Context: an optimization exercise on an open-source flow, tuned for small area. The choices shown serve that exercise and are no tape-out recipe.
No run shown here included a check of the RTL's function; only the layout flow was run.
No activity file was given, so power comes from the tool's default toggle rates.

## flow/run.sh

```bash
#!/bin/bash
# Own layout flow: the standard ORFS flow (standard.sh), with two changes:
#  - synthesis maps logic with an area-oriented ABC script (abc_area.script
#    here) instead of ORFS's delay-driven one; everything else in synthesis,
#    including flip-flop mapping, is the standard synthesis script
#    (synth_recipe.tcl), which synth.tcl here sources;
#  - the input and output port buffers are the smallest buffer cell.
# Each tool's output is in the ORFS logs under orfs/logs; make's own output
# goes to make.log in this folder.
set -euo pipefail
WORK=$(pwd)
export OWN_ABC_SCRIPT="$WORK/flow/abc_area.script"
export FLOW_SYNTH_TCL="$WORK/synth_recipe.tcl"
sed -e "s#SYNTH_SCRIPT=[^ ]*#SYNTH_SCRIPT=$WORK/flow/synth.tcl#" standard.sh > standard_own.sh
bash standard_own.sh "BUFFER_PORTS_ARGS=-buffer_cell sky130_fd_sc_hd__buf_1" finish > make.log 2>&1
```

## flow/abc_area.script

```
strash
ifraig
scorr
dc2
strash
&get -n
&dch -f
&nf -R 1000
&put
topo
```

## flow/synth.tcl

```tcl
# The standard synthesis (synth_recipe.tcl), with ABC run on our own
# script: the -script argument that ORFS passes to abc is replaced.
proc abc {args} {
  set i [lsearch -exact $args -script]
  if { $i >= 0 } {
    lset args [expr { $i + 1 }] $::env(OWN_ABC_SCRIPT)
  }
  yosys abc {*}$args
}
source $::env(FLOW_SYNTH_TCL)
```

## standard.sh

```bash
#!/bin/bash
# synth_recipe.tcl (not shown) runs the flow's synth.tcl, then flattens the netlist and writes it again
# the make line also repeats each setting of config.mk as NAME=value (left out here)
make -C /OpenROAD-flow-scripts/flow DESIGN_CONFIG=/design/flow/config.mk WORK_HOME=/design/flow/orfs CLKGATE_MAP_FILE= SYNTH_SCRIPT=/design/flow/synth_recipe.tcl "${@:-finish}"
```

## config.mk

```make
export PLATFORM = sky130hd
export DESIGN_NAME = dualcore
export DESIGN_NICKNAME = dualcore
export VERILOG_FILES = /design/flow/design.v
export SDC_FILE = /design/flow/constraint.sdc
export NUM_CORES = 8
export LEC_CHECK = 0
export CAP_MARGIN = 20
export CORE_MARGIN = 2
export CORE_UTILIZATION = 40
export CTS_BUF_LIST = sky130_fd_sc_hd__clkbuf_16
export CTS_CLUSTER_DIAMETER = 60
export CTS_CLUSTER_SIZE = 25
export SLEW_MARGIN = 20
```

## constraint.sdc

```tcl
create_clock -name core_clock -period 10.0 [get_ports {clk}]
set_input_delay 2.0000 -clock core_clock [delete_from_list [all_inputs] [get_ports {clk}]]
set_output_delay 2.0000 -clock core_clock [all_outputs]
set_load 0.01 [all_outputs]
```

## design.v

```verilog
module processor(
    input clk,
    input reset,
    input [24-1:0]  instruction,
    output reg[16-1:0] data,
    output[8-1:0]          pcCounter,
    output [2-1:0] rwToMem,
    output [16-1:0] addrToMem,
    output [16-1:0] dataToMem,
    input wire cacheEn,
    input wire[16-1:0] dataFromMem
);
reg[8-1:0]          counter;
reg[2-1:0] state;
reg[16-1:0]        regFile[4-1:0];
wire[4-1:0] op        = instruction[23:20];
wire[1:0] ri                 = instruction[17:16];
wire[16-1:0] insData = instruction[15:0];
wire [16-1:0] rdata  = regFile[ri];
assign pcCounter = counter;
wire inMem = (state == 2'd2);
assign rwToMem   = inMem ? {1'b0, op[1]} : 2'd2;
assign addrToMem = insData;
assign dataToMem = rdata;
wire setW = (state == 2'd1) && (op == 4'd3);
wire ldW  = (state == 2'd2) && cacheEn && !op[1];
wire [16-1:0] wd = ({16{setW && !reset}} & insData) |
                           ({16{ldW  && !reset}} & dataFromMem);
integer k;
always @(posedge clk)
    for(k = 0; k < 4; k = k + 1)
        if(reset || ((setW || ldW) && ri == k))
            regFile[k] <= wd;
always @(posedge clk) begin
    if(reset) begin
        data       <= 0;
        counter    <= 0;
        state      <= 2'd0;
    end
    else case(state)
        2'd0: state <= 2'd1;
        2'd1: case(op)
            4'd0, 4'd3: begin counter <= counter + 1'b1; state <= 2'd0; end
            4'd4: begin data <= rdata; counter <= counter + 1'b1; state <= 2'd0; end
            4'd1, 4'd2: state <= 2'd2;
            default: state <= 2'd3;
        endcase
        2'd2: if(cacheEn) begin
            counter <= counter + 1'b1;
            state   <= 2'd0;
        end
        default: ;
    endcase
end
endmodule
module cache(
    input clk,
    input reset,
    input[2-1:0] rwFromCPU,
    input[16-1:0]    addrFromCPU,
    input[16-1:0]    dataFromCPU,
    input[16-1:0]    dataFromMem,
    input                 memEn,
    input                 havMsgFromCache,
    input                 allowReadFromCache,
    input                 rmFromCache,
    input                 wmFromCache,
    input[16-1:0] allowReadFromCacheAddr,
    input[16-1:0] addrFromCache,
    output reg                    cacheEnToCPU,
    output [16-1:0]    dataToCPU,
    output [2-1:0] rwToMem,
    output [16-1:0]    addrToMem,
    output [16-1:0]    dataToMem,
    output reg havMsgToCache,
    output reg allowReadToCache,
    output reg[16-1:0] allowReadToCacheAddr,
    output [16-1:0] addrToCache,
    output reg rmToCache,
    output reg wmToCache
);
reg [4-1:0] state;
reg [16-1:0]  addr;
reg [16-1:0]  cacheLine;
reg stall;
reg bcTag;    
wire isInvalid = (state == 4'hb) || (state == 4'hc) || (state == 4'hd);
wire idel      = (rwFromCPU == 2'd2);
wire match     = (addrFromCPU == addr);
wire rm        = (rwFromCPU == 2'd0  ) && (isInvalid  || !match);
wire rh        = (rwFromCPU == 2'd0  ) && (!isInvalid && match);
wire wm        = (rwFromCPU == 2'd1  ) && (isInvalid  || !match);
wire wh        = (rwFromCPU == 2'd1  ) && (!isInvalid && match);
wire snoop     = havMsgFromCache && (addrFromCache == addr);
wire snoopRm   = snoop && rmFromCache;
wire snoopWm   = snoop && wmFromCache;
wire okOther   = allowReadFromCache || allowReadFromCacheAddr != addrFromCPU;
wire okOwn     = allowReadFromCache || allowReadToCacheAddr   != addrFromCPU;
wire isWB = (state == 4'h2) || (state == 4'h3) ||
            (state == 4'h4)  || (state == 4'h5);
wire isRD = (state == 4'h6) || (state == 4'h7) || (state == 4'h9) ||
            (state == 4'ha) || (state == 4'hc) || (state == 4'hd);
assign rwToMem     = isWB ? 2'd1 : isRD ? 2'd0 : 2'd2;
assign addrToMem   = isWB ? addr : addrFromCPU;
assign dataToMem   = cacheLine;
assign dataToCPU   = cacheLine;
assign addrToCache = bcTag ? addr : addrFromCPU;
always @(posedge clk) begin
    if(reset) begin
        cacheEnToCPU         <= 0;
        havMsgToCache        <= 0;
        allowReadToCache     <= 1;
        rmToCache            <= 0;
        wmToCache            <= 0;
        state                <= 4'hb;
        stall                <= 0;
        allowReadToCacheAddr <= 0;
    end
    else begin
        cacheEnToCPU <= 0;
        case(state)
            4'h1: begin
                if(snoopRm) begin
                    havMsgToCache        <= 0;
                    allowReadToCache     <= 0;
                    allowReadToCacheAddr <= addr;
                    rmToCache            <= 0;
                    wmToCache            <= 0;
                    stall                <= 0;
                    state                <= 4'h2;
                end
                else if(snoopWm) begin
                    havMsgToCache        <= 0;
                    allowReadToCache     <= 0;
                    allowReadToCacheAddr <= addr;
                    stall                <= 0;
                    state                <= 4'h3;
                end
                else if(rh) begin
                    cacheEnToCPU         <= 1;
                    havMsgToCache        <= 0;
                    allowReadToCache     <= 1;
                    allowReadToCacheAddr <= 0;
                    rmToCache            <= 0;
                    wmToCache            <= 0;
                    stall                <= 0;
                end
                else if(wh) begin
                    cacheEnToCPU         <= 1;
                    havMsgToCache        <= 0;
                    allowReadToCache     <= 0;
                    allowReadToCacheAddr <= 0;
                    rmToCache            <= 0;
                    wmToCache            <= 0;
                    stall                <= 0;
                    cacheLine            <= dataFromCPU;
                end
                else if(rm) begin
                    havMsgToCache        <= 1;
                    allowReadToCache     <= 0;
                    allowReadToCacheAddr <= addr;
                    bcTag                <= 0;
                    rmToCache            <= 1;
                    wmToCache            <= 0;
                    stall                <= 0;
                    state                <= 4'h5;
                end
                else if(wm) begin
                    havMsgToCache        <= 1;
                    allowReadToCache     <= 0;
                    allowReadToCacheAddr <= addr;
                    bcTag                <= 0;
                    rmToCache            <= 0;
                    wmToCache            <= 1;
                    stall                <= 0;
                    state                <= 4'h4;
                end
            end
            4'h2: begin
                if(memEn) begin
                    allowReadToCache <= 1;
                    state            <= 4'h8;
                end
                else
                    allowReadToCache <= 0;
            end
            4'h3: begin
                if(memEn) begin
                    state            <= 4'hb;
                    allowReadToCache <= 1;
                    stall            <= !idel;
                end
            end
            4'h4: begin
                if(memEn && okOther) begin
                    allowReadToCache     <= 0;
                    allowReadToCacheAddr <= addrFromCPU;
                    state                <= 4'h6;
                end
            end
            4'h5: begin
                if(memEn)
                    state <= 4'h7;
            end
            4'h6: begin
                if(memEn) begin
                    addr          <= addrFromCPU;
                    cacheLine     <= dataFromCPU;
                    cacheEnToCPU  <= 1;
                    havMsgToCache <= 0;
                    wmToCache     <= 0;
                    bcTag         <= 1;
                    state         <= 4'h1;
                end
            end
            4'h7: begin
                if(memEn) begin
                    cacheLine        <= dataFromMem;
                    addr             <= addrFromCPU;
                    cacheEnToCPU     <= 1;
                    allowReadToCache <= 1;
                    havMsgToCache    <= 0;
                    rmToCache        <= 0;
                    bcTag            <= 1;
                    state            <= 4'h8;
                end
            end
            4'h8: begin
                if(snoopRm) begin
                end
                else if(snoopWm) begin
                    state <= 4'hb;
                end
                else if(rh) begin
                    cacheEnToCPU <= 1;
                end
                else if(wh) begin
                    cacheLine    <= dataFromCPU;
                    cacheEnToCPU <= 1;
                    state        <= 4'h1;
                end
                else if(rm) begin
                    havMsgToCache <= 1;
                    rmToCache     <= 1;
                    bcTag         <= 0;
                    if(okOther)
                        state <= 4'h9;
                end
                else if(wm) begin
                    havMsgToCache <= 1;
                    wmToCache     <= 1;
                    bcTag         <= 0;
                    if(okOwn) begin
                        state                <= 4'ha;
                        allowReadToCache     <= 0;
                        allowReadToCacheAddr <= addrFromCPU;
                    end
                end
                else begin
                    havMsgToCache <= 0;
                    wmToCache     <= 0;
                    rmToCache     <= 0;
                end
            end
            4'h9: begin
                if(memEn) begin
                    cacheLine     <= dataFromMem;
                    addr          <= addrFromCPU;
                    cacheEnToCPU  <= 1;
                    havMsgToCache <= 0;
                    rmToCache     <= 0;
                    bcTag         <= 1;
                    state         <= 4'h8;
                end
            end
            4'ha: begin
                if(memEn) begin
                    addr          <= addrFromCPU;
                    cacheLine     <= dataFromCPU;
                    cacheEnToCPU  <= 1;
                    havMsgToCache <= 0;
                    rmToCache     <= 0;
                    bcTag         <= 1;
                    state         <= 4'h1;
                end
            end
            4'hb: begin
                if(rm) begin
                    havMsgToCache <= 1;
                    rmToCache     <= 1;
                    bcTag         <= 0;
                    if(okOwn) begin
                        if(!stall)
                            state <= 4'hc;
                        else
                            stall <= 0;
                    end
                end
                else if(wm) begin
                    havMsgToCache <= 1;
                    wmToCache     <= 1;
                    bcTag         <= 0;
                    if(okOther) begin
                        if(!stall) begin
                            state                <= 4'hd;
                            allowReadToCache     <= 0;
                            allowReadToCacheAddr <= addrFromCPU;
                        end
                        else
                            stall <= 0;
                    end
                end
                else
                    havMsgToCache <= 0;
            end
            4'hc: begin
                if(memEn) begin
                    cacheLine    <= dataFromMem;
                    addr         <= addrFromCPU;
                    cacheEnToCPU <= 1;
                    rmToCache    <= 0;
                    bcTag        <= 1;
                    state        <= 4'h8;
                end
            end
            4'hd: begin
                if(memEn) begin
                    addr          <= addrFromCPU;
                    cacheLine     <= dataFromCPU;
                    cacheEnToCPU  <= 1;
                    havMsgToCache <= 0;
                    wmToCache     <= 0;
                    bcTag         <= 1;
                    state         <= 4'h1;
                end
            end
            default: ;
        endcase
    end
end
endmodule
module memBus(
    input clk,
    input reset,
    input wire[2-1:0] rwFromCacheA,
    input wire[16-1:0]    addrFromCacheA,
    input wire[16-1:0]    dataFromCacheA,
    output reg[16-1:0]    dataToCacheA,
    output memEnA,
    input wire[2-1:0] rwFromCacheB,
    input wire[16-1:0]    addrFromCacheB,
    input wire[16-1:0]    dataFromCacheB,
    output reg[16-1:0]    dataToCacheB,
    output memEnB
);
reg [2:0] phase;     
reg       isWr;
reg       prefer;    
reg       cs;        
reg       memEn;
reg [4:0] maddr;
reg [4:0] ph;
assign memEnA = memEn & ~cs;
assign memEnB = memEn &  cs;
wire reqA  = (rwFromCacheA != 2'd2);
wire reqB  = (rwFromCacheB != 2'd2);
wire idle  = (phase == 0);
wire grant = idle && (reqA || reqB);
wire selB  = prefer ? reqB : !reqA;
wire [2-1:0] rwSel = selB ? rwFromCacheB : rwFromCacheA;
wire [4:0] addrSel = selB ? addrFromCacheB[4:0] : addrFromCacheA[4:0];
always @(posedge clk) begin
    if(reset) begin
        phase  <= 0;
        prefer <= 0;
        memEn  <= 0;
    end
    else case(phase)
        3'd0: begin
            memEn <= 0;
            if(grant) begin
                cs    <= selB;
                isWr  <= rwSel == 2'd1;
                maddr <= addrSel;
                phase <= 1;
            end
        end
        3'd6: begin
            memEn  <= 1;
            prefer <= ~cs;
            phase  <= 7;
        end
        3'd7: phase <= 0;
        default: phase <= phase + 1'b1;
    endcase
end
always @(posedge clk) begin
    if(reset) ph <= 0;
    else      ph <= ph + 1'b1;
end
wire       curB  = idle ? selB : cs;
wire       curWr = idle ? (rwSel == 2'd1) : isWr;
wire [4:0] pos   = (idle ? addrSel : maddr) + ph;
wire       rdWin = !reset && (grant || (phase != 0 && phase != 7)) && !curWr;
wire       wrWin = !reset && (grant || phase != 0) && curWr;
wire [16-1:0] wdata = curB ? dataFromCacheB : dataFromCacheA;
reg [16-1:0] ring [0:31];
reg [2:0] zcnt;
always @(posedge clk) begin
    if(reset)              zcnt <= 0;
    else if(zcnt != 3'd7)  zcnt <= zcnt + 1'b1;
end
wire zero = reset || (zcnt != 3'd7);
reg [16-1:0] rdata;
reg hit;
always @* begin
    hit = 1'b1;
    case(pos)
        5'd0:  rdata = ring[0];
        5'd7:  rdata = ring[7];
        5'd14: rdata = ring[14];
        5'd21: rdata = ring[21];
        5'd27: rdata = ring[27];
        default: begin hit = 1'b0; rdata = {16{1'bx}}; end
    endcase
end
genvar p;
generate for(p = 0; p < 32; p = p + 1) begin : g_ring
    localparam integer PREV = (p + 31) % 32;
    if((p == 0) || (p == 7) || (p == 14) || (p == 21) || (p == 27)) begin : g_tap
        wire ins = wrWin && (pos == PREV);
        always @(posedge clk)
            ring[p] <= ins ? wdata : zero ? {16{1'b0}} : ring[PREV];
    end
    else begin : g_pass
        always @(posedge clk)
            ring[p] <= ring[PREV];
    end
end endgenerate
always @(posedge clk) begin
    if(rdWin && hit) begin
        if(curB) dataToCacheB <= rdata;
        else     dataToCacheA <= rdata;
    end
end
endmodule
module dualcore(
    input clk,
    input reset,
    input  [24-1:0]  ins_code1_proc1,
    input  [24-1:0]  ins_code2_proc2,
    output [8-1:0]   pc_proc1_code1,
    output [8-1:0]   pc_proc2_code2,
    output [16-1:0] dataOut1,
    output [16-1:0] dataOut2
);
wire[2-1:0] rw_P1_C1,rw_P2_C2;
wire                  en_C1_P1,en_C2_P2;
wire [16-1:0] addr_P1_C1,addr_P2_C2;
wire [16-1:0] data_P1_C1,data_P2_C2;
wire [16-1:0] data_C1_P1,data_C2_P2;
wire[16-1:0]data_M_C1,data_M_C2;
wire en_M_C1,en_M_C2;
wire[2-1:0]rw_C1_M,rw_C2_M;
wire[16-1:0] addr_C1_M,addr_C2_M;
wire[16-1:0] data_C1_M,data_C2_M;
wire msg_C2_C1,msg_C1_C2;
wire allowRead_C2_C1,allowRead_C1_C2;
wire [16-1:0] allowReadAddr_C1_C2,allowReadAddr_C2_C1;
wire[16-1:0] addr_C2_C1,addr_C1_C2;
wire rm_C2_C1,rm_C1_C2,wm_C2_C1,wm_C1_C2;
processor P1(
    .clk(clk), .reset(reset),
    .instruction(ins_code1_proc1), .data(dataOut1), .pcCounter(pc_proc1_code1),
    .rwToMem(rw_P1_C1), .addrToMem(addr_P1_C1), .dataToMem(data_P1_C1),
    .cacheEn(en_C1_P1), .dataFromMem(data_C1_P1)
);
processor P2(
    .clk(clk), .reset(reset),
    .instruction(ins_code2_proc2), .data(dataOut2), .pcCounter(pc_proc2_code2),
    .rwToMem(rw_P2_C2), .addrToMem(addr_P2_C2), .dataToMem(data_P2_C2),
    .cacheEn(en_C2_P2), .dataFromMem(data_C2_P2)
);
cache C1(
    .clk(clk), .reset(reset),
    .rwFromCPU(rw_P1_C1), .addrFromCPU(addr_P1_C1), .dataFromCPU(data_P1_C1),
    .cacheEnToCPU(en_C1_P1), .dataToCPU(data_C1_P1),
    .dataFromMem(data_M_C1), .memEn(en_M_C1), .rwToMem(rw_C1_M),
    .addrToMem(addr_C1_M), .dataToMem(data_C1_M),
    .havMsgFromCache(msg_C2_C1), .allowReadFromCache(allowRead_C2_C1),
    .allowReadFromCacheAddr(allowReadAddr_C2_C1), .addrFromCache(addr_C2_C1),
    .rmFromCache(rm_C2_C1), .wmFromCache(wm_C2_C1),
    .havMsgToCache(msg_C1_C2), .allowReadToCache(allowRead_C1_C2),
    .allowReadToCacheAddr(allowReadAddr_C1_C2), .addrToCache(addr_C1_C2),
    .rmToCache(rm_C1_C2), .wmToCache(wm_C1_C2)
);
cache C2(
    .clk(clk), .reset(reset),
    .rwFromCPU(rw_P2_C2), .addrFromCPU(addr_P2_C2), .dataFromCPU(data_P2_C2),
    .cacheEnToCPU(en_C2_P2), .dataToCPU(data_C2_P2),
    .dataFromMem(data_M_C2), .memEn(en_M_C2), .rwToMem(rw_C2_M),
    .addrToMem(addr_C2_M), .dataToMem(data_C2_M),
    .havMsgFromCache(msg_C1_C2), .allowReadFromCache(allowRead_C1_C2),
    .allowReadFromCacheAddr(allowReadAddr_C1_C2), .addrFromCache(addr_C1_C2),
    .rmFromCache(rm_C1_C2), .wmFromCache(wm_C1_C2),
    .havMsgToCache(msg_C2_C1), .allowReadToCache(allowRead_C2_C1),
    .allowReadToCacheAddr(allowReadAddr_C2_C1), .addrToCache(addr_C2_C1),
    .rmToCache(rm_C2_C1), .wmToCache(wm_C2_C1)
);
memBus mb(
    .clk(clk), .reset(reset),
    .rwFromCacheA(rw_C1_M), .addrFromCacheA(addr_C1_M), .dataFromCacheA(data_C1_M),
    .dataToCacheA(data_M_C1), .memEnA(en_M_C1),
    .rwFromCacheB(rw_C2_M), .addrFromCacheB(addr_C2_M), .dataFromCacheB(data_C2_M),
    .dataToCacheB(data_M_C2), .memEnB(en_M_C2)
);
endmodule
```

==> results of run 1 <==
path summary, 6_finish.rpt:
check                           slack [ns]  cells after the start                      endpoint
worst max register to register        2.54                     29  mb.dataToCacheA[5]$_DFFE_PP_
worst min register to register        0.32                      0         mb.ring[4][5]$_DFF_P_
worst min-delay path                  0.32                      0         mb.ring[4][5]$_DFF_P_
worst max-delay path                  2.54                     29  mb.dataToCacheA[5]$_DFFE_PP_
cells by family after synthesis:
kind of cell | after synthesis | share of synthesized area
AND/OR/NAND/NOR | 570 | 0.0935
flip-flops | 862 | 0.696
XOR/XNOR | 83 | 0.0258
AO/OA/AOI/OAI | 630 | 0.145
buffers and inverters | 57 | 0.00760
multiplexers | 63 | 0.0225
adder cells (fa/ha/maj) | 20 | 0.00916
per-stage QoR:
stage	setup WS, ns	cells
detailed placement	2.58	3373
global route	2.08	3460
finish	2.54	3461
global placement	2.68	3373
CTS	2.57	3460
floorplan	1.04	2285
cells in the mapped netlist, types with 18 or more instances:
master / count / area share
sky130_fd_sc_hd__a22o_1: 35 / 0.011
sky130_fd_sc_hd__and3_1: 30 / 0.0067
sky130_fd_sc_hd__clkinv_1: 57 / 0.0076
sky130_fd_sc_hd__nor2_1: 210 / 0.028
sky130_fd_sc_hd__xnor2_1: 45 / 0.014
sky130_fd_sc_hd__dfxtp_1: 629 / 0.45
sky130_fd_sc_hd__nand2_1: 138 / 0.018
sky130_fd_sc_hd__o22ai_1: 20 / 0.0044
sky130_fd_sc_hd__nor4_1: 23 / 0.0051
sky130_fd_sc_hd__edfxtp_1: 233 / 0.25
sky130_fd_sc_hd__a211oi_1: 43 / 0.011
sky130_fd_sc_hd__ha_1: 19 / 0.0084
sky130_fd_sc_hd__o21ai_0: 74 / 0.013
sky130_fd_sc_hd__a31oi_1: 75 / 0.017
sky130_fd_sc_hd__mux2i_1: 60 / 0.021
sky130_fd_sc_hd__nand2b_1: 22 / 0.0049
sky130_fd_sc_hd__nor3_1: 57 / 0.010
sky130_fd_sc_hd__a22oi_1: 18 / 0.0048
sky130_fd_sc_hd__a222oi_1: 51 / 0.018
sky130_fd_sc_hd__nand3_1: 19 / 0.0034
sky130_fd_sc_hd__xor2_1: 38 / 0.012
sky130_fd_sc_hd__a21oi_1: 234 / 0.042
worst max-delay path: cells and delay by family (launching register included):
kind | cells | cell delay [ns]
buffers and inverters | 7 | 1.70
XOR/XNOR | 2 | 0.82
flip-flops | 1 | 0.59
AO/OA/AOI/OAI | 7 | 1.27
AND/OR/NAND/NOR | 11 | 2.23
adder cells (fa/ha/maj) | 2 | 0.63
sequential cells by signal, indices dropped and copies added, names as in the netlist, 8 cells and up:
| signal | cells |
|---|---|
| C2.cacheLine | 16 |
| C1.cacheLine | 16 |
| mb.dataToCacheA | 16 |
| P2.counter | 8 |
| P2.data | 16 |
| C1.allowReadToCacheAddr | 16 |
| C2.addr | 16 |
| C2.allowReadToCacheAddr | 16 |
| P1.data | 16 |
| P1.counter | 8 |
| C1.addr | 16 |
| P2.regFile | 64 |
| mb.ring | 512 |
| P1.regFile | 64 |
| mb.dataToCacheB | 16 |
cell type report:
type                       count  area, um^2  share of cell area
antenna                        1        2.50           0.0000784
clock buffer                  53        1330              0.0416
clock inverter                34         387              0.0121
inverter                      57         214             0.00670
multi-input combinational   1366        8450               0.265
sequential                   862       19600               0.614
tap                          940        1180              0.0369
timing repair buffer         148         766              0.0240
routing by layer:
layer | up-vias | wire length, um | global-route usage
met5 | - | 41 | 0
met3 | 130 | 6120 | 0.0395
met1 | 9671 | 34500 | 0.296
met2 | 756 | 36800 | 0.342
met4 | 6 | 2110 | 0.0619
li1 | 8946 | - | -
where the power goes:
group	total [uW]	internal [uW]	switching, uW
clock network	2270	1050	1230
logic	2090	685	1400
registers	4220	3940	276
total	8580	5670	2900
cells in the final DEF (no fill, tap or decap), types with 18 or more instances in the layout:
| master | instances |
|---|---|
| sky130_fd_sc_hd__a211oi_1 | 43 |
| sky130_fd_sc_hd__nor2_1 | 205 |
| sky130_fd_sc_hd__xor2_1 | 38 |
| sky130_fd_sc_hd__nand2_1 | 138 |
| sky130_fd_sc_hd__clkbuf_16 | 53 |
| sky130_fd_sc_hd__buf_4 | 55 |
| sky130_fd_sc_hd__buf_1 | 92 |
| sky130_fd_sc_hd__and3_1 | 30 |
| sky130_fd_sc_hd__nand3_1 | 19 |
| sky130_fd_sc_hd__a22o_1 | 35 |
| sky130_fd_sc_hd__dfxtp_1 | 629 |
| sky130_fd_sc_hd__o22ai_1 | 20 |
| sky130_fd_sc_hd__a22oi_1 | 18 |
| sky130_fd_sc_hd__a21oi_1 | 233 |
| sky130_fd_sc_hd__nand2b_1 | 22 |
| sky130_fd_sc_hd__mux2i_1 | 60 |
| sky130_fd_sc_hd__ha_1 | 19 |
| sky130_fd_sc_hd__a222oi_1 | 51 |
| sky130_fd_sc_hd__xnor2_1 | 45 |
| sky130_fd_sc_hd__nor4_1 | 21 |
| sky130_fd_sc_hd__clkinv_1 | 58 |
| sky130_fd_sc_hd__nor3_1 | 52 |
| sky130_fd_sc_hd__edfxtp_1 | 233 |
| sky130_fd_sc_hd__o21ai_0 | 72 |
| sky130_fd_sc_hd__a31oi_1 | 74 |
==> run notes, run 1 <==
- Result of the run: complete, no violations
- Number of instances in the synthesized netlist: 2,285
- In this run the core area contains 97 standard-cell rows.
* Synth-to-layout area growth: 13.4%
- The region available for standard cell placement spans 69,800 um^2.
- Dividing the final minimum period by the clock period gives 0.746.
- Counting every net in the synthesized netlist gives 2,355.
- The die covers 72,500 um^2.
- After synthesis the cells add up to 28,100 um^2.
* Setup-failing EPs final: 0
- In this run the post-CTS setup repair buffer count came out at 0.
- # H-tree levels: 2
* CP endpoint kind: flip-flop
- Starting density of the core: 0.403
* Gr usage total: 0.214
- At the worst endpoint, the required time is 10.38 ns.
- Once the clock tree was built, the resizer swapped 0 gates to a different size.
- After clock tree synthesis, the flow added hold-fix buffers numbering 0.
- The largest single stage delay on the critical path is 0.67 ns.
- Horizontal die dimension: 269 um
- Layout Skew: 0.0670 ns
- Once layout is complete, the utilization of the core stands at 0.457.
* Final-report max-slew violation count: 0
- The number of antenna violations at the first check in global routing came to 5.
* Later-pin clock latency in the skew report: 0.66 ns
- The pre-antenna-repair detailed-routing pass consisted of 8 iterations.
- Largest net degree at the start of global routing: 68
- Counting flops with a built-in enable in the synthesized netlist gives 233.
- STA puts the critical path data arrival time at 7.84 ns.
* WL per Instance: 23.0 um
- Prevailing post-synth register cell: sky130_fd_sc_hd__dfxtp_1
- 98 I/O pins were placed.
- Number of buffer cells added on primary ports: 93
- Summed area of non-filler cells in the final layout: 31,900 um^2
- The final layout contains 2,557 nets.
* Max Clock Freq: 134 MHz
* Final worst path period need: 7.46 ns
- CP Launch Point: C1.state[1]$_SDFFE_PP1P_
- Slowest-stage cell, CP: sky130_fd_sc_hd__xnor2_1
- The first global-routing pass estimated 119,000 um of wire.
- TNS Setup: 0 ns
* Unrepaired setup endpoints after global routing: false
- Rel. slew slack: 0.219
- Counting along the longest clock path gives a buffer depth of 3.
* Number of DRC markers in iteration 0: 1,861
* Die outline height: 269 um
- Placer's final routability congestion estimate: 0.917
- The final layout contains routed wiring with a total length of 79,600 um.
- Counting flops with an async set or reset pin after synthesis yields a share of 0.
- Ys Warns: 5
- Final Hold Fails: 0
- VDD sags by at most 0.168 mV.
- After filler insertion, the fill cell instance count of the layout stands at 6,264.
* Detail Placement HPWL: 53,300 um
- Worst-path clk slew: 0.09 ns
- Buffers inserted during clock tree synthesis total 52.
- Critical Path Source Type: flip-flop
- In the routed design, unresolved DRC markers number 0.
* Worst-path fanout max: 34
* Via count of the first global-routing pass: 18,718
- Share of cells above drive strength 1: 0.0635
- Synth Area per Inst: 12.3 um^2
- Leakage component of the power: 0.0119 uW
- Clock tree synthesis selected as its root buffer the cell sky130_fd_sc_hd__clkbuf_16.
- Summing all placed instances gives a cell area of 30,200 um^2.
- Maxcap violations: 0
- Launching point of the worst reg2reg path: C1.state[1]$_SDFFE_PP1P_
* CTS tree: yes
* Hold Path Class: reg -> reg
- Critical setup path kind: reg -> reg
- For this design the ratio of total power to cell area is 269 nW/um^2.
* Overall via count from detail_route: 19,509
* Hold WS: 0.323 ns
- The number of different library cells used by synthesis comes to 55.
- Sequential share of the synthesized area: 0.696
- After layout, the design draws a total of 8580 uW.
* Number of nets with antenna violations after routing: 0
* Actual slew at the worst max-slew pin: 1.16 ns
- The worst hold path begins at mb.ring[3][5]$_DFF_P_.
* Average via count per standard cell: 5.64
- In this run, synthesis produced a sequential element count of 862.
- Global routing finished with a remaining overflow of 0.
* TritonCTS Sinks: 862
==> run 2: changes to the inputs <==
==> run.sh (new file) <==
#!/bin/bash
# synth_recipe.tcl (not shown) runs the flow's synth.tcl, then flattens the netlist and writes it again
# the make line also repeats each setting of config.mk as NAME=value (left out here)
make -C /OpenROAD-flow-scripts/flow DESIGN_CONFIG=/design/flow/config.mk WORK_HOME=/design/flow/orfs CLKGATE_MAP_FILE= SYNTH_SCRIPT=/design/flow/synth_recipe.tcl finish
removed: flow/run.sh
removed: flow/abc_area.script
removed: flow/synth.tcl
removed: standard.sh
==> run notes, run 2 <==
* Result of the run: complete, no violations
- The slack of the worst reg-to-reg path was 4.11 ns (+1.57 ns).
* Top post-synthesis cells by area: sky130_fd_sc_hd__dfxtp_1 (42%), sky130_fd_sc_hd__edfxtp_1 (23%), sky130_fd_sc_hd__mux2i_1 (5.0%)
- WL per Instance: 22.1 um (-3.7%)
- Share of cells above drive strength 1: 0.0967 (+0.0333)
- Most frequent standard cell in the layout excluding fill and tap cells: sky130_fd_sc_hd__dfxtp_1
* Basic-gate share of the synthesized area counting and, or, nand and nor cells: 0.0826 (-0.0109)
- Die Area: 77,500 um^2 (+6.9%)
* Mux cell area share after synthesis: 0.0885 (+0.0659)
* Post-cts gate resize count: 0 (unchanged)
- The number of instances in the synthesized netlist was 2,412 (+5.6%).
* TNS Setup: 0 ns (unchanged)
- Post-synthesis async set-or-reset flop share: 0 (unchanged)
- WP data required: 10.33 ns (-0.05 ns)
- Actual slew at the worst max-slew pin: 1.10 ns (-0.0603 ns)
- The number of antenna violations at the first check in global routing is 0 (-5).
- CP endpoint kind: flip-flop
- The worst setup path is launched from an input port.
* Most common cell in the netlist: sky130_fd_sc_hd__dfxtp_1
- The top-area cell type share of the netlist area was 0.418 (-0.0295).
* CTS tree: yes
- # H-tree levels: 2 (unchanged)
* Worst slack after detailed placement: 2.88 ns (+0.296 ns)
* Leakage component of the power: 0.0131 uW (+10%)
* Compound-Gate Fraction of Synth Area: 0.0997 (-0.0455)
- Average via count per standard cell: 5.39 (-4.4%)
- The area of the placeable core was 74,400 um^2 (+6.7%).
- The most used flip-flop cell after synthesis is sky130_fd_sc_hd__dfxtp_1.
- The count of unique library cells instantiated by Yosys came to 88 (+60%).
- Worst-path fanout max: 36 (+5.9%)
* Detail Placement HPWL: 52,800 um (-0.89%)
- Summed area of non-filler cells in the final layout: 33,900 um^2 (+6.2%)
- Maximum vdd drop: 0.186 mV (+11%)
* Worst endpoint data arrival time: 6.86 ns (-0.98 ns)
- The global placement routability congestion came to 0.900 (-1.9%).
- Number of buffer cells added on primary ports: 93 (unchanged)
- Largest register by flop count: mb.ring
- The total count of max-transition violations in the final report is 0 (unchanged).
* Top Ports: 98 (unchanged)
* Ant diodes: 0 (-1)
- Setup repair after global routing left no endpoint under its margin.
* Nets: 2,522 (-1.4%)
- Capture endpoint of the worst hold path: mb.ring[2][9]$_DFF_P_
- Top library cells by usage in the layout, fill and taps aside: sky130_fd_sc_hd__dfxtp_1 (629), sky130_fd_sc_hd__nand2_1 (242), sky130_fd_sc_hd__edfxtp_1 (233)
- Remaining Overflow, GRT: 0 (unchanged)
* Setup-failing EPs final: 0 (unchanged)
- By area, the combinational part of the netlist is dominated by compound AO/OA/AOI/OAI gates.
- Hold buffer count at CTS: 0 (unchanged)
- The minimum period implied by the final worst setup slack came to 6.53 ns (-0.925 ns).
- The largest registers in the layout are mb.ring: 512 flops, P1.regFile: 64 flops, P2.regFile: 64 flops.
* M2 GR Usage: 0.319 (-0.0230)
- The highest clock rate was 153 MHz (+14%).
* PwrDens: 271 nW/um^2 (+0.86%)
- Number of DRC markers in iteration 0: 1,715 (-7.8%)
- Layout Skew: 0.0405 ns (-0.0265 ns)
- The depth of the worst register-to-register path came to 20 (-31%).
- Launching point of the worst reg2reg path: C2.state[1]$_SDFFE_PP1P_
- Rel. slew slack: 0.263 (+0.0446)
- Starting density of the core: 0.405 (+0.00139)
- Area share of xor/xnor cells in the synthesized design: 0.0451 (+0.0193)
* CTS Root Cell: sky130_fd_sc_hd__clkbuf_16
- The global routing usage on met1 came to 0.269 (-0.0274).
* Residual DRC count: 0 (unchanged)
* Worst Hold Path Cells: 0 (unchanged)
- Post-DP Area: 32,000 um^2 (+5.9%)
- Horizontal die dimension: 278 um (+3.4%)
- Ys Warns: 5 (unchanged)
- The area growth from synthesis to layout is 12.6%.
- The worst setup path is of the in -> reg kind.
- The synthesized cell area was 30,100 um^2 (+7.0%).
* Startpoint of the most critical hold path: mb.ring[1][9]$_DFF_P_
- The total via count in the routed design is 18,637 (-4.5%).
* Fraction of the cycle the final worst path needs: 0.653 (-0.0925)
- The number of synthesized register bits came to 862 (unchanged).
* CTS max path bufs: 3 (unchanged)
- The path class of the tightest hold or removal check is reg -> reg.
- Worst-path clk slew: 0.10 ns (about the same)
- The via count of the first global-routing pass is 18,583 (-0.72%).
* Number of nets in the synthesized netlist: 2,482 (+5.4%)
- Num rows: 100 (+3.1%)
- The number of flip-flops in the largest register was 512 (unchanged).
* Post-Synth Adder-Cell Area: 0.00856 (-0.000603)
* Cell types with the highest counts after synthesis: sky130_fd_sc_hd__dfxtp_1 (629), sky130_fd_sc_hd__nand2_1 (242), sky130_fd_sc_hd__edfxtp_1 (233)
- The first-pass detailed-route iteration total came to 6 (-2).
- The global-route wire length before repair came to 116,000 um (-2.8%).
* Die outline height: 278 um (+3.4%)
- Synth Area per Inst: 12.5 um^2 (+1.4%)
- Critical R2R Capture: mb.dataToCacheA[8]$_DFFE_PP_
- The post-route worst setup slack came to 3.47 ns (+0.925 ns).
- The share of synthesized area occupied by flip-flops and latches is 0.650 (-0.0458).
- The hold violation count in the final report came to 0 (unchanged).
- Largest net degree at the start of global routing: 81 (+19%)
- The number of setup buffers added after CTS was 0 (unchanged).
- Gr usage total: 0.195 (-0.0191)
- Number of flops mapped to enable cells by yosys: 233 (unchanged)
- The post-detailed-routing wire length is 76,600 um (-3.8%).
* Number of nets with antenna violations after routing: 0 (unchanged)
- Fraction of met3 tracks used by global routing: 0.0236 (-0.0159)
- Of all cell types, the one taking the most synthesized area is sky130_fd_sc_hd__dfxtp_1.
* Maxcap violations: 0 (unchanged)
- TritonCTS Sinks: 862 (unchanged)
- The latest clock arrival within the worst-skew pair came to 0.66 ns (about the same).
- Grt peak-use layer: met2
- The number of buffers created by CTS was 56 (+7.7%).
-- run 2: cell count changes in the layout (fill, tap and decap cells not counted), sizes merged, moves of 31 or more --
cell / before / now
a21oi: 234 / 113
xor2: 38 / 117
nand2: 138 / 242
clkinv: 66 / 16
mux2i: 60 / 151
clkdlybuf4s50: 0 / 92
nor2: 210 / 131
a222oi: 51 / 1
a22oi: 18 / 49
a31oi: 75 / 16
mux2: 3 / 37
mux4: 0 / 32
nor3: 57 / 26
buf: 147 / 42
-- run 2: stage by stage --
| stage | power [uW] | instances | hold WS (ns) | util |
|---|---|---|---|---|
| 2_1_floorplan | 5980 | 2412 | 0.310 | - |
| 3_3_place_gp | 6730 | 3363 | 0.310 | 0.429 |
| 3_5_place_dp | 6780 | 3363 | 0.312 | 0.429 |
| 4_1_cts | 9220 | 3460 | 0.295 | 0.455 |
| 5_1_grt | 9630 | 3460 | 0.313 | 0.455 |
| 6_report | 9190 | 3460 | 0.299 | 0.455 |
-- run 2: report_power, final --
| group | switching, uW | total [uW] | internal (uW) |
|---|---|---|---|
| Combinational | 1720 | 2660 | 945 |
| Sequential | 195 | 4090 | 3890 |
| Clock | 1310 | 2440 | 1130 |
| Total | 3220 | 9190 | 5970 |
-- run 2: cells by family after synthesis --
| group | count (synthesis) |
|---|---|
| AOI/OAI and AO/OA | 435 |
| xor gates and xnor gates | 153 |
| adders and majority gates | 20 |
| buffers and inverters | 180 |
| DFF | 862 |
| muxes | 220 |
| and+or+nand+nor | 542 |
-- run 2: worst max path at each step --
stage / depth (start not counted) / slack [ns] / start / to
2_1_floorplan: 16 / 4.13 / ins_code1_proc1[0] / mb.dataToCacheA[0]$_DFFE_PP_
3_3_place_gp: 18 / 2.87 / ins_code2_proc2[0] / mb.dataToCacheA[2]$_DFFE_PP_
3_5_place_dp: 18 / 2.88 / ins_code2_proc2[0] / mb.dataToCacheA[9]$_DFFE_PP_
4_1_cts: 18 / 3.53 / ins_code2_proc2[0] / mb.dataToCacheA[8]$_DFFE_PP_
5_1_grt: 18 / 3.20 / ins_code2_proc2[0] / mb.dataToCacheA[6]$_DFFE_PP_
6_report: 18 / 3.47 / ins_code2_proc2[0] / mb.dataToCacheA[8]$_DFFE_PP_
-- run 2: area by class of cell --
cell class	instances	area, um^2
clock buffer	57	1430
clock inverter	40	502
fill	6706	40500
inverter	28	105
multi-input combinational	1370	9830
sequential	862	19600
tap	969	1210
timing repair buffer	134	1240
-- run 2: worst max-delay path, stage by stage --
cell and delay [ns]:
sky130_fd_sc_hd__clkdlybuf4s50_1 0.82, sky130_fd_sc_hd__mux2i_1 0.14, sky130_fd_sc_hd__o21ai_0 0.26, sky130_fd_sc_hd__nand2_1 0.08, sky130_fd_sc_hd__nand2_1 0.11, sky130_fd_sc_hd__ha_1 0.16
sky130_fd_sc_hd__inv_1 0.06, sky130_fd_sc_hd__fa_1 0.42, sky130_fd_sc_hd__inv_1 0.08, sky130_fd_sc_hd__a21o_1 0.12, sky130_fd_sc_hd__a21oi_1 0.07, sky130_fd_sc_hd__xor2_1 0.32
sky130_fd_sc_hd__xnor2_4 0.15, sky130_fd_sc_hd__buf_4 0.39, sky130_fd_sc_hd__mux2_2 0.59, sky130_fd_sc_hd__a211o_1 0.35, sky130_fd_sc_hd__nor2_1 0.37, sky130_fd_sc_hd__buf_4 0.31
-- run 2: layer usage --
layer	part of all wire	wire length, um	vias to the layer above
met5	0	0	-
met4	0.029	2240	0
met3	0.049	3720	125
met2	0.47	36200	556
met1	0.45	34400	9247
li1	-	-	8709
==> run 3: changes to the inputs <==
--- a/design.v
+++ b/design.v
@@ -22,30 +22,27 @@
 assign rwToMem   = inMem ? {1'b0, op[1]} : 2'd2;
 assign addrToMem = insData;
 assign dataToMem = rdata;
-wire setW = (state == 2'd1) && (op == 4'd3);
-wire ldW  = (state == 2'd2) && cacheEn && !op[1];
-wire [16-1:0] wd = ({16{setW && !reset}} & insData) |
-                           ({16{ldW  && !reset}} & dataFromMem);
-integer k;
-always @(posedge clk)
-    for(k = 0; k < 4; k = k + 1)
-        if(reset || ((setW || ldW) && ri == k))
-            regFile[k] <= wd;
 always @(posedge clk) begin
     if(reset) begin
         data       <= 0;
         counter    <= 0;
         state      <= 2'd0;
+        regFile[0] <= 0;
+        regFile[1] <= 0;
+        regFile[2] <= 0;
+        regFile[3] <= 0;
     end
     else case(state)
         2'd0: state <= 2'd1;
         2'd1: case(op)
-            4'd0, 4'd3: begin counter <= counter + 1'b1; state <= 2'd0; end
+            4'd0: begin counter <= counter + 1'b1; state <= 2'd0; end
+            4'd3: begin regFile[ri] <= insData; counter <= counter + 1'b1; state <= 2'd0; end
             4'd4: begin data <= rdata; counter <= counter + 1'b1; state <= 2'd0; end
             4'd1, 4'd2: state <= 2'd2;
             default: state <= 2'd3;
         endcase
         2'd2: if(cacheEn) begin
+            if(!op[1]) regFile[ri] <= dataFromMem;
             counter <= counter + 1'b1;
             state   <= 2'd0;
         end
@@ -405,36 +402,35 @@
 wire       wrWin = !reset && (grant || phase != 0) && curWr;
 wire [16-1:0] wdata = curB ? dataFromCacheB : dataFromCacheA;
 reg [16-1:0] ring [0:31];
-reg [2:0] zcnt;
-always @(posedge clk) begin
-    if(reset)              zcnt <= 0;
-    else if(zcnt != 3'd7)  zcnt <= zcnt + 1'b1;
-end
-wire zero = reset || (zcnt != 3'd7);
+reg [31:0] valid;
 reg [16-1:0] rdata;
 reg hit;
 always @* begin
     hit = 1'b1;
     case(pos)
-        5'd0:  rdata = ring[0];
-        5'd7:  rdata = ring[7];
-        5'd14: rdata = ring[14];
-        5'd21: rdata = ring[21];
-        5'd27: rdata = ring[27];
+        5'd0:  rdata = valid[0]  ? ring[0]  : 0;
+        5'd7:  rdata = valid[7]  ? ring[7]  : 0;
+        5'd14: rdata = valid[14] ? ring[14] : 0;
+        5'd21: rdata = valid[21] ? ring[21] : 0;
+        5'd27: rdata = valid[27] ? ring[27] : 0;
         default: begin hit = 1'b0; rdata = {16{1'bx}}; end
     endcase
 end
 genvar p;
 generate for(p = 0; p < 32; p = p + 1) begin : g_ring
     localparam integer PREV = (p + 31) % 32;
-    if((p == 0) || (p == 7) || (p == 14) || (p == 21) || (p == 27)) begin : g_tap
+    if(p % 8 == 0) begin : g_tap
         wire ins = wrWin && (pos == PREV);
-        always @(posedge clk)
-            ring[p] <= ins ? wdata : zero ? {16{1'b0}} : ring[PREV];
+        always @(posedge clk) begin
+            ring[p]  <= ins ? wdata : ring[PREV];
+            valid[p] <= !reset && (ins || valid[PREV]);
+        end
     end
     else begin : g_pass
-        always @(posedge clk)
-            ring[p] <= ring[PREV];
+        always @(posedge clk) begin
+            ring[p]  <= ring[PREV];
+            valid[p] <= !reset && valid[PREV];
+        end
     end
 end endgenerate
 always @(posedge clk) begin
==> run notes, run 3 <==
* Footprint of the flip-flops and latches: 20,200 um^2 (+3.0%)
- CTS Buf Count: 60 (+7.1%)
- Most common cell in the netlist: sky130_fd_sc_hd__dfxtp_1
- The biggest area contributor in the post-synthesis netlist is sky130_fd_sc_hd__dfxtp_1.
* Series of cell instances along the critical path: clkdlybuf4s50_1 -> mux2i_1 -> nand2_1 -> o21ai_0 -> o21ai_0 -> inv_1 -> fa_1 -> inv_1 -> a21o_1 -> a21oi_1 -> xnor2_1 -> xnor2_4 -> buf_4 -> or3_1 -> mux2_2
- Rel. slew slack: 0.223 (-0.0400)
* Detail Placement HPWL: 55,900 um (+5.9%)
- Post-synthesis async set-or-reset flop share: 0 (unchanged)
* Die outline height: 285 um (+2.5%)
* Overall via count from detail_route: 19,755 (+6.0%)
* Post-detailed-routing wire length: 81,700 um (+6.6%)
* Nets: 2,694 (+6.8%)
* Final setup margin: 3.54 ns (+0.0737 ns)
- TritonCTS Sinks: 891 (+3.4%)
- Number of DRC markers in iteration 0: 1,769 (+3.1%)
- Unrepaired setup endpoints after global routing: false
- Layout Skew: 0.0517 ns (+0.0112 ns)
- In this run the worst setup path begins at ins_code1_proc1[1].
- Synth-to-layout area growth: 12.5% (about the same)
* Critical Path Source Type: input port
- Critical setup path kind: in -> reg
* Floorplan Core Area: 78,600 um^2 (+5.6%)
- Layout fillers: 7,175 (+7.0%)
- Die Area: 81,400 um^2 (+5.0%)
- Hold buffer count at CTS: 0 (unchanged)
* Worst-path fanout max: 42 (+17%)
- The number of violations of the max-capacitance limit was 0 (unchanged).
- Sequential share of the synthesized area: 0.637 (-0.0132)
- The routed length per placed instance came to 22.0 um (-0.84%).
- The number of antenna violations at the first check in global routing was 3 (+3).
- CP endpoint kind: flip-flop
- Horizontal die dimension: 285 um (+2.5%)
- Library cells used by synthesis: 87 (-1.1%)
- Average via count per standard cell: 5.31 (-1.4%)
- CTS Root Cell: sky130_fd_sc_hd__clkbuf_16
* Global-route wire length before repair: 124,000 um (+6.7%)
* Placer's final routability congestion estimate: 0.901 (+0.11%)
- Worst setup path end: mb.ring[16][4]$_DFF_P_
- Number of instances in the synthesized netlist: 2,597 (+7.7%)
- Top library cells by usage in the layout, fill and taps aside: sky130_fd_sc_hd__dfxtp_1 (658), sky130_fd_sc_hd__nor2_1 (254), sky130_fd_sc_hd__edfxtp_1 (233)
* CTS tree: yes
- Cell types with the highest counts after synthesis: sky130_fd_sc_hd__dfxtp_1 (658), sky130_fd_sc_hd__nor2_1 (254), sky130_fd_sc_hd__edfxtp_1 (233)
- Worst stage delay on the critical path: 0.98 ns (+0.16 ns)
- The setup TNS was 0 ns (unchanged).
- The total count of max-transition violations in the final report was 0 (unchanged).
- The endpoint identified for the worst register-to-register timing path is mb.ring[16][4]$_DFF_P_.
* Top Ports: 98 (unchanged)
* Slowest-stage cell, CP: sky130_fd_sc_hd__or3_1
- Number of buffer cells added on primary ports: 93 (unchanged)
* PwrDens: 273 nW/um^2 (+0.62%)
* Largest net degree at the start of global routing: 83 (+2.5%)
- The number of synthesis warnings was 4 (-1).
- Reg2reg setup slack: 4.27 ns (+0.16 ns)
- CTS max path bufs: 3 (unchanged)
- The count of antenna-violating nets left after detailed routing came to 0 (unchanged).
- Later-pin clock latency in the skew report: 0.67 ns (about the same)
- The cell area after layout came to 35,600 um^2 (+5.0%).
- The fraction of the cycle the final worst path needs was 0.646 (-0.00737).
- Post-DP Area: 33,500 um^2 (+4.8%)
- Launching point of the worst reg2reg path: C1.state[1]$_SDFFE_PP1P_
- The first-pass detailed-route iteration total was 6 (unchanged).
- The required time of the critical path came to 10.55 ns (+0.22 ns).
- The slew at the pin closest to its max-slew limit came to 1.17 ns (+0.0641 ns).
- Final worst path period need: 6.46 ns (-0.0737 ns)
* Worst slack after detailed placement: 2.91 ns (+0.0325 ns)
- The post-cts resize count is 0 (unchanged).
- After synthesis, the cell types taking the most area are sky130_fd_sc_hd__dfxtp_1 (42%), sky130_fd_sc_hd__edfxtp_1 (22%), sky130_fd_sc_hd__mux2_2 (4.0%).
* Postcts setup bufs: 0 (unchanged)
* Setup-failing EPs final: 0 (unchanged)
- The via count of the first global-routing pass was 19,703 (+6.0%).
- Worst endpoint data arrival time: 7.01 ns (+0.15 ns)
* Share of cells above drive strength 1: 0.123 (+0.0267)
- The most used flip-flop cell after synthesis is sky130_fd_sc_hd__dfxtp_1.
* Synth Area per Inst: 12.2 um^2 (-2.4%)
- The largest voltage drop on the vdd net was 0.193 mV (+3.6%).
- Largest register by flop count: mb.ring
- The depth of the CTS H-tree was 2 (unchanged).
* Area taken by multi-input logic gates: 10,700 um^2 (+9.3%)
- Starting density of the core: 0.403 (-0.00192)
- Num rows: 103 (+3.0%)
- Result of the run: complete, no violations
- Remaining Overflow, GRT: 0 (unchanged)
* Flip-flop count of the largest register, all copies and words added: 512 (unchanged)
- The top-area cell type share of the netlist area was 0.416 (-0.00193).
- Gr usage total: 0.198 (+0.00370)
- The number of synthesized register bits was 891 (+3.4%).
- The depth of the worst register-to-register path came to 17 (-15%).
- Worst-path clk slew: 0.09 ns (about the same)
- Final Hold Fails: 0 (unchanged)
- Regs by FF count: mb.ring: 512 flops, P1.regFile: 64 flops, P2.regFile: 64 flops
- Post-synthesis cell area: 31,700 um^2 (+5.1%)
- Max Clock Freq: 155 MHz (+1.1%)
- Leakage component of the power: 0.0131 uW (+0.50%)
- The post-synth net total is 2,667 (+7.5%).
* Worst Hold Path Cells: 0 (unchanged)
- The tightest min-delay check is of the reg -> reg type.
- Residual DRC count: 0 (unchanged)
* Most frequent standard cell in the layout excluding fill and tap cells: sky130_fd_sc_hd__dfxtp_1
* Number of flops mapped to enable cells by yosys: 233 (unchanged)
[run 3: cell types whose count changed in the layout (fill, tap and decap cells not counted), moves of 14 or more]
cell,previous run,this run
sky130_fd_sc_hd__nand2_1,242,209
sky130_fd_sc_hd__nor2b_1,15,41
sky130_fd_sc_hd__o21ai_0,50,66
sky130_fd_sc_hd__xor2_1,117,98
sky130_fd_sc_hd__mux2i_1,149,97
sky130_fd_sc_hd__a211oi_1,34,14
sky130_fd_sc_hd__nor2_1,128,254
sky130_fd_sc_hd__xnor2_1,35,53
sky130_fd_sc_hd__mux2_2,37,112
sky130_fd_sc_hd__dfxtp_1,629,658
sky130_fd_sc_hd__a211oi_2,1,15
sky130_fd_sc_hd__a21o_1,22,8
sky130_fd_sc_hd__a22oi_1,49,21
[run 3: worst min-delay path by stage]
stage	start	endpoint	slack, ns
3_3_place_gp	mb.ring[13][6]$_DFF_P_	mb.ring[14][6]$_DFF_P_	0.31
2_1_floorplan	mb.ring[9][0]$_DFF_P_	mb.ring[10][0]$_DFF_P_	0.31
5_1_grt	mb.ring[1][4]$_DFF_P_	mb.ring[2][4]$_DFF_P_	0.33
6_report	mb.ring[30][7]$_DFF_P_	mb.ring[31][7]$_DFF_P_	0.33
4_1_cts	mb.ring[8][8]$_DFF_P_	mb.ring[9][8]$_DFF_P_	0.33
3_5_place_dp	mb.ring[18][10]$_DFF_P_	mb.ring[19][10]$_DFF_P_	0.31
[run 3: layout make-up]
type | instances | share of cell area
Clock inverter | 42 | 0.0144
Antenna cell | 4 | 0.000281
Inverter | 33 | 0.00348
Tap cell | 1050 | 0.0369
Multi-Input combinational cell | 1513 | 0.302
Clock buffer | 62 | 0.0436
Sequential cell | 891 | 0.567
Timing Repair Buffer | 125 | 0.0329
[run 3: cells by family (layout without fill, tap and decap cells)]
group | count (synthesis) | in the layout | share of synthesized area
flops | 891 | 891 | 0.637
mux | 251 | 251 | 0.0972
buf+inv | 193 | 262 | 0.0255
xor+xnor | 152 | 152 | 0.0423
other cells | 0 | 4 | 0
simple gates | 679 | 679 | 0.100
compound gates | 411 | 411 | 0.0896
fa+ha+maj | 20 | 20 | 0.00814
[run 3: critical path, delay by kind of cell]
| kind | cells | cell delay, ns |
|---|---|---|
| simple gates | 2 | 1.09 |
| fa+ha+maj | 1 | 0.49 |
| xor+xnor | 2 | 0.50 |
| buf+inv | 4 | 1.59 |
| mux | 2 | 0.64 |
| compound gates | 4 | 0.68 |
[run 3: power by group]
part           total [uW]  switching (uW)  internal, uW
clock network        2580            1350          1220
registers            4640             266          4370
logic                2490            1560           932
[run 3: routing by layer]
layer | wire [um] | global-route usage
met1 | 37000 | 0.277
met5 | 10 | 0
met3 | 4210 | 0.0230
met4 | 2640 | 0.0692
met2 | 37800 | 0.321
[run 3: stage by stage]
step	instances	hold slack [ns]	utilization	total power, uW
2_1_floorplan	2597	0.310	-	6420
3_3_place_gp	3611	0.310	0.426	7110
3_5_place_dp	3612	0.312	0.426	7170
4_1_cts	3716	0.329	0.453	9750
5_1_grt	3718	0.333	0.453	10200
6_report	3720	0.326	0.453	9710
==> run 4: changes to the inputs <==
--- a/config.mk
+++ b/config.mk
@@ -7,7 +7,7 @@
 export LEC_CHECK = 0
 export CAP_MARGIN = 20
 export CORE_MARGIN = 2
-export CORE_UTILIZATION = 40
+export CORE_UTILIZATION = 65
 export CTS_BUF_LIST = sky130_fd_sc_hd__clkbuf_16
 export CTS_CLUSTER_DIAMETER = 60
 export CTS_CLUSTER_SIZE = 25
==> run notes, run 4 <==
* Critical R2R Capture: mb.dataToCacheB[3]$_DFFE_PP_
- Unrepaired setup endpoints after global routing: false
* Pre-antenna DRT Iters: 6 (unchanged)
- Actual slew at the worst max-slew pin: 1.13 ns (-0.0374 ns)
- The detailed router's first-iteration violation count was 2,430 (+37%).
* Layout fillers: 3,221 (-55%)
- Reg2reg path depth: 20 (+3)
- Number of nets with antenna violations after routing: 0 (unchanged)
* CP endpoint kind: flip-flop
* Worst slack after detailed placement: 2.91 ns (-0.00359 ns)
- Library cells used by synthesis: 87 (unchanged)
- Area taken by multi-input logic gates: 10,700 um^2 (about the same)
- The ratio of cells with drive above 1 in the final layout is 0.114 (-0.00973).
- Setup-failing EPs final: 0 (unchanged)
- Sequential share of the synthesized area: 0.637 (unchanged)
- WP data required: 10.39 ns (-0.16 ns)
- Die outline height: 225 um (-21%)
- Regs by FF count: mb.ring: 512 flops, P1.regFile: 64 flops, P2.regFile: 64 flops
- The starting utilization of the core area is 0.660 (+0.258).
- Post-synthesis async set-or-reset flop share: 0 (unchanged)
- The number of buffers on the longest clock path was 3 (unchanged).
* Later-pin clock latency in the skew report: 0.65 ns (-0.02 ns)
- The total I/O pin count is 98 (unchanged).
* Final-report max-slew violation count: 0 (unchanged)
- Average via count per standard cell: 6.28 (+18%)
- Critical path buffer and inverter count: 4 (unchanged)
* Final worst path period need: 6.57 ns (+0.114 ns)
- The clock-pin slew on the worst setup and hold paths is 0.10 ns (about the same).
- The area of the placeable core came to 47,900 um^2 (-39%).
* Worst setup path end: mb.dataToCacheB[3]$_DFFE_PP_
- Post-Place Cells: 3,176 (-12%)
- Horizontal die dimension: 225 um (-21%)
* Worst stage delay on the critical path: 0.88 ns (-0.10 ns)
- The final global-route overflow total was 0 (unchanged).
- Post-synthesis cell type with the largest combined area: sky130_fd_sc_hd__dfxtp_1
- Final setup margin: 3.43 ns (-0.114 ns)
- Compared with the post-synthesis result, the final layout area differs by 9.03%.
- The routed length per placed instance was 25.5 um (+16%).
- TNS Setup: 0 ns (unchanged)
- Flip-flop count of the largest register, all copies and words added: 512 (unchanged)
* # H-tree levels: 2 (unchanged)
- Number of instances in the synthesized netlist: 2,597 (unchanged)
- Leaving out fill and tap cells, the most frequent cell in the layout is sky130_fd_sc_hd__dfxtp_1.
- The hold violation count in the final report is 0 (unchanged).
- The cell that appears most often on the critical path is sky130_fd_sc_hd__o21ai_0.
- Path length in cells of the critical path: 16 (+1)
* Post-cts gate resize count: 0 (unchanged)
- Hold buffer count at CTS: 0 (unchanged)
* Cell types with the highest counts after synthesis: sky130_fd_sc_hd__dfxtp_1 (658), sky130_fd_sc_hd__nor2_1 (254), sky130_fd_sc_hd__edfxtp_1 (233)
* Synth Area per Inst: 12.2 um^2 (unchanged)
- Global-route wire length before repair: 125,000 um (+0.97%)
- CP Launch Point: ins_code2_proc2[1]
- Summed area of non-filler cells in the final layout: 34,500 um^2 (-3.0%)
- Largest register by flop count: mb.ring
- The largest voltage drop on the vdd net was 0.253 mV (+31%).
- Worst-path fanout max: 42 (unchanged)
- The via count of the first global-routing pass came to 19,919 (+1.1%).
- The number of placement rows is 80 (-22%).
* Top post-synthesis cells by area: sky130_fd_sc_hd__dfxtp_1 (42%), sky130_fd_sc_hd__edfxtp_1 (22%), sky130_fd_sc_hd__mux2_2 (4.0%)
- Hold Path Class: reg -> reg
- The post-synth net total was 2,667 (unchanged).
- Series of cell instances along the critical path: clkdlybuf4s50_1 -> mux2_2 -> o21ai_0 -> o21ai_0 -> inv_1 -> fa_1 -> inv_1 -> a21o_1 -> a21oi_1 -> xnor2_1 -> xnor2_4 -> buf_4 -> nand2_1 -> nor2_2 -> a21oi_1 -> o21ai_0
- The total via count in the routed design is 20,454 (+3.5%).
- The top-area cell type share of the netlist area is 0.416 (unchanged).
- Hold WS: 0.317 ns (-0.00908 ns)
* Layout Skew: 0.0820 ns (+0.0304 ns)
- Critical Path Source Type: input port
- The number of violations of the max-capacitance limit is 0 (unchanged).
- The run finished with no timing, DRC or antenna violations.
* Worst endpoint data arrival time: 6.96 ns (-0.05 ns)
- The synthesized cell area was 31,700 um^2 (unchanged).
- Largest net degree at the start of global routing: 81 (-2.4%)
- The number of setup buffers added after CTS is 0 (unchanged).
* Placer's final routability congestion estimate: 0.957 (+6.2%)
- The area of the die was 50,500 um^2 (-38%).
- The number of buffers created by CTS came to 50 (-17%).
- Among all flip-flop cells after synthesis, the most frequent one is sky130_fd_sc_hd__dfxtp_1.
- Footprint of the flip-flops and latches: 20,200 um^2 (unchanged)
- Max Clock Freq: 152 MHz (-1.7%)
- Broken down by cell family, the worst path's largest delay share belongs to buffers and inverters.
- Slowest-stage cell, CP: sky130_fd_sc_hd__clkdlybuf4s50_1
* Residual DRC count: 0 (unchanged)
- Number of buffer cells added on primary ports: 93 (unchanged)
- In this run the critical register-to-register path is launched from C2.state[1]$_SDFFE_PP1P_.
- Post-DP Area: 33,000 um^2 (-1.7%)
- The worst slew margin relative to its limit is 0.247 (+0.0241).
- By startpoint and endpoint, the worst setup path is classified as in -> reg.
* Leakage component of the power: 0.0129 uW (-1.7%)
- The fraction of the cycle the final worst path needs came to 0.657 (+0.0114).
* Gr usage total: 0.330 (+0.132)
* CTS tree: yes
- Post-detailed-routing wire length: 83,200 um (+1.9%)
* Number of flip-flops and latches in the synthesized netlist: 891 (unchanged)
- Number of flops mapped to enable cells by yosys: 233 (unchanged)
- Nets: 2,683 (-0.41%)
* PwrDens: 271 nW/um^2 (-0.46%)
- The slack of the worst reg-to-reg path was 4.22 ns (-0.05 ns).
* Final non-filler cell total: 3,257 (-12%)
- CTS placed an instance of sky130_fd_sc_hd__clkbuf_16 at the clock tree root.
* Detail Placement HPWL: 55,400 um (-1.0%)
* Ys Warns: 4 (unchanged)
- Number of antenna violations at the first check in global routing: 4 (+1)
* TritonCTS Sinks: 891 (unchanged)
- In the layout the commonest cells are sky130_fd_sc_hd__dfxtp_1 (658), sky130_fd_sc_hd__nor2_1 (252), sky130_fd_sc_hd__edfxtp_1 (233).
* Most common cell in the netlist: sky130_fd_sc_hd__dfxtp_1
[run 4: changes by cell type in the layout (fill, tap and decap cells not counted), sizes merged]
cell      previous run  this run
clkbuf              62        50
clkinv              16        10
clkinvlp             6         2
inv                 52        49
buf                 33        32
bufinv               1         0
diode                4         3
[run 4: worst register-to-register path, cell delays in order, from the launching register on]
cell and delay (ns):
sky130_fd_sc_hd__dfxtp_1 0.31, sky130_fd_sc_hd__buf_4 0.42, sky130_fd_sc_hd__o211ai_1 0.23, sky130_fd_sc_hd__o311a_1 0.20, sky130_fd_sc_hd__nor2_1 0.46, sky130_fd_sc_hd__nor2_1 0.11
sky130_fd_sc_hd__a21oi_1 0.22, sky130_fd_sc_hd__mux2_2 0.22, sky130_fd_sc_hd__ha_1 0.16, sky130_fd_sc_hd__inv_1 0.06, sky130_fd_sc_hd__fa_1 0.46, sky130_fd_sc_hd__inv_1 0.09
sky130_fd_sc_hd__a21o_1 0.11, sky130_fd_sc_hd__a21oi_1 0.07, sky130_fd_sc_hd__xnor2_1 0.34, sky130_fd_sc_hd__xnor2_4 0.15, sky130_fd_sc_hd__buf_4 0.48, sky130_fd_sc_hd__nand2_1 0.14
sky130_fd_sc_hd__nor2_2 0.88, sky130_fd_sc_hd__a21oi_1 0.23, sky130_fd_sc_hd__o21ai_0 0.27
[run 4: per-stage QoR]
stage               total power, uW  utilization
floorplan                      6420            -
global placement               7080        0.687
detailed placement             7180        0.687
CTS                            9340        0.720
global route                   9750        0.720
finish                         9370        0.720
[run 4: layout make-up]
class                   count  share of cell area
diodes                      3            0.000217
clock buffers              50              0.0362
clock inverters            28             0.00830
inverters                  33             0.00359
multi-input cells        1513               0.311
flip-flops and latches    891               0.584
well taps                 615              0.0223
repair buffers            124              0.0337
[run 4: how the worst min path moves through the flow]
stage | start | cells past startpoint | to | slack, ns
5_1_grt | mb.ring[10][1]$_DFF_P_ | 0 | mb.ring[11][1]$_DFF_P_ | 0.33
2_1_floorplan | mb.ring[9][0]$_DFF_P_ | 0 | mb.ring[10][0]$_DFF_P_ | 0.31
3_3_place_gp | mb.ring[10][11]$_DFF_P_ | 0 | mb.ring[11][11]$_DFF_P_ | 0.31
4_1_cts | mb.ring[29][1]$_DFF_P_ | 0 | mb.ring[30][1]$_DFF_P_ | 0.32
6_report | mb.ring[29][1]$_DFF_P_ | 0 | mb.ring[30][1]$_DFF_P_ | 0.32
3_5_place_dp | mb.ring[9][13]$_DFF_P_ | 0 | mb.ring[10][13]$_DFF_P_ | 0.31
[run 4: metal layers]
layer	vias to the layer above	part of all wire	track usage
met1	10192	0.42	0.461
met2	920	0.47	0.541
met3	167	0.075	0.0477
met4	2	0.029	0.0985
met5	-	0.00022	0
li1	9173	-	-
[run 4: power breakdown]
group | internal [uW] | switching (uW) | leakage [uW]
sequential | 4380 | 320 | 0.00760
combinational | 931 | 1580 | 0.00453
clock | 951 | 1210 | 0.000772
total | 6260 | 3110 | 0.0129
[run 4: kinds of logic after synthesis]
logic type | count (synthesis) | synth area share
simple gates | 679 | 0.100
flops | 891 | 0.637
buf+inv | 193 | 0.0255
mux | 251 | 0.0972
fa+ha+maj | 20 | 0.00814
xor+xnor | 152 | 0.0423
compound gates | 411 | 0.0896

-- static timing again, ports no longer ideal --
In the flow no input, the clock included, has a driving cell. The finished layouts below were timed again as built, in two steps. Step 1, drivers: a clkbuf_16 drives clk and a buf_2 each remaining input, both assumed. Step 2 adds t to the input delays and takes it off the output delays; t is the mean of the earliest and latest rising clock arrival at the registers after step 1. Input paths then give back, and output paths get back, about the clock's delay inside the block. Slacks: ideal / step 1 / step 2; pairs: ideal / step 1.
run	t (ns)	setup slack, ns	worst slew at a driven data input, ns
run 1	0.694	2.541 / 2.541 / 2.541	0.07
run 2	0.701	3.466 / 3.503 / 2.802	0.05
run 3	0.708	3.540 / 3.520 / 2.813	0.11
run 4	0.671	3.425 / 3.401 / 2.730	0.10
After both steps every run listed still meets setup and hold. The setup slack of run 3, which loses most, moves by -0.020 ns with the drivers and by -0.727 ns with both steps.
